What follows belongs to an exercise in optimizing a design on an open flow for small area and a short achievable clock period; a production flow would make more cautious choices.
In this exercise RTL edits were held to simulation tests only and were not proved equivalent to the original.
No driver is modelled on the clock port, so clocking that relies on it looks cheaper here than on a real chip.

==> flow/design.v (excerpt) <==
module pe (
    input wire clk,
    input wire rst,
    input wire [31:0] a,
    input wire [31:0] b,
    output wire [31:0] c
);
  reg [63:0] st;
  wire [32:0] bx = {b, 1'b0};
  wire [15:0] one, two, neg;
  genvar gi;
  generate
    for (gi = 0; gi < 16; gi = gi + 1) begin : enc
      assign one[gi] = bx[2*gi+1] ^ bx[2*gi];
      assign two[gi] = (bx[2*gi+2] & ~bx[2*gi+1] & ~bx[2*gi]) | (~bx[2*gi+2] & bx[2*gi+1] & bx[2*gi]);
      assign neg[gi] = bx[2*gi+2];
    end
  endgenerate
  wire [31:0] pp0;
  wire x0 = one[0] & a[0];
  wire e0 = neg[0] & ~x0;
  assign pp0[31:1] = ((a[31:1] & {31{one[0]}}) | (a[30:0] & {31{two[0]}})) ^ {31{neg[0]}};
  assign pp0[0] = x0;
  wire [29:0] pp1;
  wire x1 = one[1] & a[0];
  wire e1 = neg[1] & ~x1;
  assign pp1[29:1] = ((a[29:1] & {29{one[1]}}) | (a[28:0] & {29{two[1]}})) ^ {29{neg[1]}};
  assign pp1[0] = x1;
  wire [27:0] pp2;
  wire x2 = one[2] & a[0];
  wire e2 = neg[2] & ~x2;
  assign pp2[27:1] = ((a[27:1] & {27{one[2]}}) | (a[26:0] & {27{two[2]}})) ^ {27{neg[2]}};
  assign pp2[0] = x2;
  wire [25:0] pp3;
  wire x3 = one[3] & a[0];
  wire e3 = neg[3] & ~x3;
  assign pp3[25:1] = ((a[25:1] & {25{one[3]}}) | (a[24:0] & {25{two[3]}})) ^ {25{neg[3]}};
  assign pp3[0] = x3;
  wire [23:0] pp4;
  wire x4 = one[4] & a[0];
  wire e4 = neg[4] & ~x4;
  ...
clock: 9.0 ns
lec_check: 0
abc_area: 1
cap_margin: 20
core_margin: 2
core_utilization: 40
cts_buf_list: sky130_fd_sc_hd__clkbuf_8
cts_cluster_size: 30
setup_slack_margin: 4.2
slew_margin: 20
synth_hierarchical: 1
tns_end_percent: 5
standard.sh (not shown) runs the stock make flow with config.mk's settings and CLKGATE_MAP_FILE= SYNTH_SCRIPT=/design/flow/synth_recipe.tcl, a recipe that flattens the netlist after the stock synthesis.
==> flow/flow/run.sh <==
#!/bin/bash
set -euo pipefail
export BUFFER_PORTS_ARGS="-buffer_cell sky130_fd_sc_hd__buf_2"
bash standard.sh > standard.log 2>&1
==> next run, changes <==
SETUP_SLACK_MARGIN = 3.6   (was 4.2)
SLEW_MARGIN = 60   (was 20)
TNS_END_PERCENT = 0   (was 5)
Flip-flop and latch count does not change.
First-iteration DRC count falls by 17%.
Fmax falls by 5.7%.
Cell area falls by 9.9%.
Clock-buffer cell count stays the same.

---

== try-onyx ==
Starting RTL as in the previous note.
Settings: LEC_CHECK=0, ABC_AREA=1, CAP_MARGIN=20, CORE_MARGIN=2, CORE_UTILIZATION=40, CTS_BUF_LIST=sky130_fd_sc_hd__clkbuf_8, CTS_CLUSTER_SIZE=30, SETUP_SLACK_MARGIN=3.6, SLEW_MARGIN=20, SYNTH_HIERARCHICAL=1, TNS_END_PERCENT=0; clock period 9.0 ns.
==> flow/flow/run.sh <==
#!/bin/bash
set -euo pipefail
export BUFFER_PORTS_ARGS="-buffer_cell sky130_fd_sc_hd__buf_2"
export PRE_RESIZE_TCL="$(pwd)/flow/pre_resize.tcl"
bash standard.sh > standard.log 2>&1
==> flow/flow/pre_resize.tcl <==
# Limit fanout for the repair_design call that follows (placement stage only).
puts "pre_resize: set_max_fanout 12"
set_max_fanout 12 [current_design]
try-onyx: full flow OK, the timing, design-rule and antenna checks passed
The following lists how try-sierra was set up differently from try-onyx:
- SETUP_SLACK_MARGIN: 3.6 -> 4.05
- TNS_END_PERCENT: 0 -> 5
==> flow/flow/run.sh <==
#!/bin/bash
set -euo pipefail
export BUFFER_PORTS_ARGS="-buffer_cell sky130_fd_sc_hd__buf_2"
bash standard.sh > standard.log 2>&1
removed: flow/flow/pre_resize.tcl
Notes after the runs:
In summary, try-sierra completed successfully, with a layout that passed the timing, design-rule and antenna checks. try-sierra: worst-case setup margin in the final layout 360 ps above try-onyx. The global-route wire length before repair in try-onyx is 1.08 times that in try-sierra. try-sierra — worst hold slack 8.3 ps lower, try-onyx as reference. Changes observed in try-sierra relative to try-onyx: die area held, met3 demand-to-capacity share in global routing went down 2.9 points. Comparing the two runs side by side, try-sierra comes out ahead of try-onyx on final instance area. try-sierra -> try-onyx: count of standard-cell rows flat.
--- input diff try-sierra..try-amber ---
- a change of SETUP_SLACK_MARGIN from 4.05 to 3.8
- a change of TNS_END_PERCENT from 5 to 0
==> flow/flow/run.sh <==
#!/bin/bash
set -euo pipefail
export BUFFER_PORTS_ARGS="-buffer_cell sky130_fd_sc_hd__buf_2"
export SETUP_MOVE_SEQUENCE="unbuffer,sizeup,swap"
bash standard.sh > standard.log 2>&1
[summary]
- The final layout from try-amber, which completed every stage, passed the timing, design-rule and antenna checks at the end of the flow.
- Non-clock buffer count (higher): try-sierra
- try-amber vs try-sierra, capture point of the critical path: st[48]$_DFF_PP0_ vs st[60]$_DFF_PP0_
- The multi-input logic cell count of try-amber and that of try-sierra are within noise of each other.
- There was hardly any difference in number of non-clock inverters in the layout between try-amber and try-sierra.
- Re top fanout value on the critical path: try-amber and try-sierra aren't equal, and the lower value belongs to try-sierra.
- [compare] base=try-sierra new=try-amber: worst slew slack as a fraction of its limit saw a decrease; first-pass GRT wire length saw a decrease; global-route usage saw a decrease.

---

pe again, from the RTL that the note above started with.
Design pe, start of the top module:
module pe (
    input wire clk,
    input wire rst,
    input wire [31:0] a,
    input wire [31:0] b,
    output wire [31:0] c
);
  reg [63:0] st;
  wire [32:0] bx = {b, 1'b0};
  wire [15:0] one, two, neg;
  genvar gi;
  generate
    for (gi = 0; gi < 16; gi = gi + 1) begin : enc
      assign one[gi] = bx[2*gi+1] ^ bx[2*gi];
      assign two[gi] = (bx[2*gi+2] & ~bx[2*gi+1] & ~bx[2*gi]) | (~bx[2*gi+2] & bx[2*gi+1] & bx[2*gi]);
      assign neg[gi] = bx[2*gi+2];
    end
  endgenerate
  wire [31:0] pp0;
  wire x0 = one[0] & a[0];
  wire e0 = neg[0] & ~x0;
  assign pp0[31:1] = ((a[31:1] & {31{one[0]}}) | (a[30:0] & {31{two[0]}})) ^ {31{neg[0]}};
  assign pp0[0] = x0;
  wire [29:0] pp1;
  wire x1 = one[1] & a[0];
  wire e1 = neg[1] & ~x1;
  assign pp1[29:1] = ((a[29:1] & {29{one[1]}}) | (a[28:0] & {29{two[1]}})) ^ {29{neg[1]}};
  assign pp1[0] = x1;
  wire [27:0] pp2;
  wire x2 = one[2] & a[0];
  wire e2 = neg[2] & ~x2;
  assign pp2[27:1] = ((a[27:1] & {27{one[2]}}) | (a[26:0] & {27{two[2]}})) ^ {27{neg[2]}};
  assign pp2[0] = x2;
  wire [25:0] pp3;
  wire x3 = one[3] & a[0];
  wire e3 = neg[3] & ~x3;
  ...
clock: 9.0 ns
lec_check: 0
abc_area: 1
cap_margin: 20
core_margin: 2
core_utilization: 40
cts_buf_list: sky130_fd_sc_hd__clkbuf_8
cts_cluster_size: 30
setup_slack_margin: 3.7
slew_margin: 20
synth_hierarchical: 1
tns_end_percent: 0
==> flow/flow/run.sh <==
#!/bin/bash
set -euo pipefail
export BUFFER_PORTS_ARGS="-buffer_cell sky130_fd_sc_hd__buf_2"
export POST_CTS_TCL="$(pwd)/flow/post_cts.tcl"
bash standard.sh > standard.log 2>&1
==> flow/flow/post_cts.tcl <==
# Second setup repair pass after CTS, then legalize again.
puts "post_cts: second repair_timing pass"
repair_timing -setup -setup_margin $::env(SETUP_SLACK_MARGIN) -repair_tns 0 \
  -match_cell_footprint -verbose
detailed_placement
check_placement -verbose
report_worst_slack -max
Next try:
==> flow/flow/run.sh (replaced) <==
#!/bin/bash
set -euo pipefail
export BUFFER_PORTS_ARGS="-buffer_cell sky130_fd_sc_hd__buf_2"
bash standard.sh > standard.log 2>&1
SETUP_SLACK_MARGIN = 3.6   (was 3.7)
removed: flow/flow/post_cts.tcl
Routed wire length drops by 2.0%.
Count of clock-buffer cells in the layout stays the same.
Non-clock buffer count decreases by 8.
Worst setup slack got worse by 0.030 ns.
Next try:
SETUP_SLACK_MARGIN = 3.9   (was 3.6)
The new run ran to the end with no violations.
Clock-buffer cell count increases by 1.
Synthesized area does not change.
Global-route usage increases by 0.70 points.
Worst setup slack gets better by 0.21 ns.
Final area increases by 6.9%.
Fmax increases by 4.2%.
Core utilization increases by 3.0 points.
Synthesized cell count stays the same.
Hold slack stays flat.

---

Starting RTL as in the previous note.
export LEC_CHECK = 0
export ABC_AREA = 1
export CAP_MARGIN = 20
export CORE_MARGIN = 2
export CORE_UTILIZATION = 40
export CTS_BUF_LIST = sky130_fd_sc_hd__clkbuf_8
export CTS_CLUSTER_SIZE = 30
export SETUP_SLACK_MARGIN = 3.6
export SLEW_MARGIN = 20
export SYNTH_HIERARCHICAL = 1
create_clock -name core_clock -period 9.0 [get_ports {clk}]
==> flow/flow/run.sh <==
#!/bin/bash
set -euo pipefail
export BUFFER_PORTS_ARGS="-buffer_cell sky130_fd_sc_hd__buf_2"
bash standard.sh > standard.log 2>&1
Then changed:
GPL_ROUTABILITY_DRIVEN = 0   (was default)
TNS_END_PERCENT = 0   (was default)
After rerunning:
- die area is unchanged
- final cell count hardly moves
- synthesized cell count is unchanged
- cell area is about the same
- synthesized area is unchanged
- setup slack gets better by 0.029 ns
- count of clock-buffer cells in the layout stays the same
- core utilization falls by 0.11 points
- clock skew barely changes
Then changed:
GPL_ROUTABILITY_DRIVEN = default   (was 0)
SETUP_SLACK_MARGIN = 3.9   (was 3.6)
TNS_END_PERCENT = 5   (was 0)
Clock-buffer cell count rose by 1.
Routed wire length rose by 6.9%.
Worst hold slack is better by 0.0094 ns.
Synthesized area stays the same.
Global-route usage rose by 0.75 points.

re-timing with driven ports:
Ports are ideal in the flow. The routed layouts listed here were re-timed in OpenROAD. Step 1: set_driving_cell puts a clkbuf_16 on clk and a buf_2 on each other input, an assumption about the parent block. Step 2 also shifts input and output timing later by t, the mid clock arrival at the registers, as if the neighbouring blocks saw the same clock. Three values: ideal, step 1, step 2; two values: the first two.
| run | t (ns) | setup WS [ns] | worst data-port slew with drivers (ns) |
|---|---|---|---|
| the first run of note 1 | 0.430 | 3.935 / 3.857 / 3.426 | 0.17 |
| the second run of note 1 | 0.424 | 3.631 / 3.648 / 3.224 | 0.06 |
| try-onyx | 0.438 | 3.580 / 3.598 / 3.160 | 0.06 |
| try-sierra | 0.445 | 3.943 / 3.934 / 3.489 | 0.12 |
| try-amber | 0.450 | 3.457 / 3.480 / 3.031 | 0.05 |
| the first run of note 3 | 0.434 | 3.700 / 3.685 / 3.251 | 0.09 |
| the second run of note 3 | 0.435 | 3.670 / 3.681 / 3.251 | 0.06 |
| the third run of note 3 | 0.428 | 3.885 / 3.765 / 3.337 | 0.17 |
| the first run of note 4 | 0.434 | 3.642 / 3.637 / 3.203 | 0.06 |
| the second run of note 4 | 0.435 | 3.670 / 3.681 / 3.251 | 0.06 |
| the third run of note 4 | 0.432 | 3.898 / 3.841 / 3.409 | 0.17 |
After both steps setup and hold are still met in every run listed. For the third run of note 3, which loses most, drivers alone change the setup slack by -0.120 ns; drivers and shift together by -0.548 ns.
